Background: an optimization exercise with open tools, aiming at small area, a short achievable clock period and few clock cycles. Do not read the settings as production practice. Only simulation tests tie the RTL to the original design; equivalence was not proved. Power and IR drop assume default switching activity.

==> fjord <==
// top_top_module
module top_top_module #(parameter W = 32, radix = 16, NUM_stages = $clog2(radix) - 1)
(
    input  logic clk,
    input  logic rst,
    input  logic start,
    input  logic [W-1:0] incoming_data,
    input  logic [NUM_stages:0] write_en_array,
    input  logic [(NUM_stages+1)*W-1:0] write_data_array,
    input  logic [(NUM_stages+1)*$clog2(radix/2)-1:0] write_addr_array,
    output logic [W-1:0] final_result,
    output logic done,
    output logic valid,
    output logic [NUM_stages:0] full_ram
);
clock: 15.0 ns
lec_check: 0
cap_margin: 50
core_margin: 2
core_utilization: 50
slew_margin: 80
run.sh (not shown) runs the stock make flow with config.mk's settings and CLKGATE_MAP_FILE= SYNTH_SCRIPT=/design/flow/synth_recipe.tcl, a recipe that flattens the netlist after the stock synthesis.
==> maple (differences from fjord) <==
--- a/flow/config.mk
+++ b/flow/config.mk
@@ -5,7 +5,7 @@
 export SDC_FILE = /design/flow/constraint.sdc
 export NUM_CORES = 4
 export LEC_CHECK = 0
-export CAP_MARGIN = 50
+export CAP_MARGIN = 20
 export CORE_MARGIN = 2
-export CORE_UTILIZATION = 50
-export SLEW_MARGIN = 80
+export CORE_UTILIZATION = 70
+export SLEW_MARGIN = 20
==> nickel (differences from fjord) <==
--- a/flow/config.mk
+++ b/flow/config.mk
@@ -5,7 +5,7 @@
 export SDC_FILE = /design/flow/constraint.sdc
 export NUM_CORES = 4
 export LEC_CHECK = 0
-export CAP_MARGIN = 50
+export CAP_MARGIN = 20
 export CORE_MARGIN = 2
-export CORE_UTILIZATION = 50
-export SLEW_MARGIN = 80
+export CORE_UTILIZATION = 40
+export SLEW_MARGIN = 20
==> qor summary <==
metric	maple	fjord	nickel
Via count of the first global-routing pass	40800	41000	39700
Number of antenna cells inserted	4	2	2
Sequential share of cell area	0.401	0.382	0.392
Critical Path Source	din_en	fusub	x1_sel[2]
Number of well-tap cells placed	1070	1524	1917
M1 GR Usage	0.495	0.402	0.308
Pin count of the biggest net entering global routing	54	30	53
Worst-path fanout max	13	25	14
Critical path capture point	fu0[12]	uv0[1]	mm1.a_r[13]
Result of the run	no timing/DRC/antenna violations	no timing/DRC/antenna violations	no timing/DRC/antenna violations
Clock buf/inv share	0.0584	0.0536	0.0629
Worst hold endpoint	ep[3][1]	ep[1][0]	dd[3][4]
Number of antenna violations at the first check in global routing	11	10	14
Effective utilization at floorplan	0.709	0.503	0.402
Cell internal pwr	8.15 mW	8.65 mW	8.36 mW
Layout Area Growth over Synthesis	9.84%	16.8%	12.5%
WL met1	61500 um	73100 um	71300 um
Via count normalized by instance count	6.27	5.69	5.40
Final worst setup slack	9.90 ns	9.71 ns	9.69 ns
Fmax	196 MHz	189 MHz	188 MHz
Total vias in the final route	40900	40700	39900
Most repeated library cell on the critical path	sky130_fd_sc_hd__a21o_1	sky130_fd_sc_hd__buf_2	-
Power consumption	14.3 mW	15.2 mW	14.6 mW
Buffering stage count on the worst path with inverters included	0	9	2
Testbench counts of fjord, summed over its fixed seeds: cycles 7,104.
Testbench counts of maple, summed over its fixed seeds: cycles 7,104.
Testbench counts of nickel, summed over its fixed seeds: cycles 7,104.

---

==> ember <==
top_top_module, a different RTL version from the one above (not shown whole).
make LEC_CHECK=0 CAP_MARGIN=20 CORE_MARGIN=2 CORE_UTILIZATION=40 SLEW_MARGIN=20 finish   # period 15.0 ns
==> inputs of zinc, as changes to ember <==
--- a/flow/config.mk
+++ b/flow/config.mk
@@ -5,6 +5,7 @@
 export SDC_FILE = /design/flow/constraint.sdc
 export NUM_CORES = 4
 export LEC_CHECK = 0
+export ABC_CLOCK_PERIOD_IN_PS = 4000
 export CAP_MARGIN = 20
 export CORE_MARGIN = 2
 export CORE_UTILIZATION = 40
==> results.json <==
{
  "critPathTopFamily": "compound AO/OA/AOI/OAI gates",
  "die-height_um": 383,
  "antenna_left": 0,
  "synth_most_common_cell": "dfxtp_1",
  "netlist_area_um2": 57400,
  "track_usage_pct": 23.5,
  "setup_tns_ps": 0,
  "status": "finished clean",
  "seq_cells": 979
}
[end of results for zinc]
==> results.json <==
{
  "critPathTopFamily": "compound AO/OA/AOI/OAI gates",
  "netlist_area_um2": 57400,
  "antenna_left": 0,
  "status": "finished clean"
}
[end of results for ember]
Testbench counts of ember, summed over its fixed seeds: cycles 6,912.
Testbench counts of zinc, summed over its fixed seeds: cycles 6,912.

## separate check: timing with driven ports
The flow's constraints put no driver on any port. The routed layouts listed below were extracted and timed again, unchanged, in two steps. Step 1, drivers: a clkbuf_16 drives clk and a buf_2 each remaining input, both assumed. Step 2 adds t to the input delays and takes it off the output delays; t is the mean of the earliest and latest rising clock arrival at the registers after step 1. Input paths then give back, and output paths get back, about the clock's delay inside the block. Slacks: ideal / step 1 / step 2; pairs: ideal / step 1.
run	shift t [ns]	setup WS [ns]	worst setup path at the end	worst register clock-pin slew, ns	worst slew at a driven data input, ns
fjord	0.790	9.713 / 9.713 / 9.713	register to register	0.07 / 0.07	0.08
maple	0.749	9.905 / 9.905 / 9.567	input to register	0.07 / 0.07	0.07
nickel	0.829	9.686 / 9.686 / 9.686	register to register	0.07 / 0.07	0.14
ember	0.780	7.835 / 7.835 / 7.835	register to register	0.07 / 0.07	0.09
zinc	0.780	7.835 / 7.835 / 7.835	register to register	0.07 / 0.07	0.09
After both steps setup and hold are still met in every run listed. For maple, which loses most, drivers alone change the setup slack by 0.000 ns; drivers and shift together by -0.338 ns.
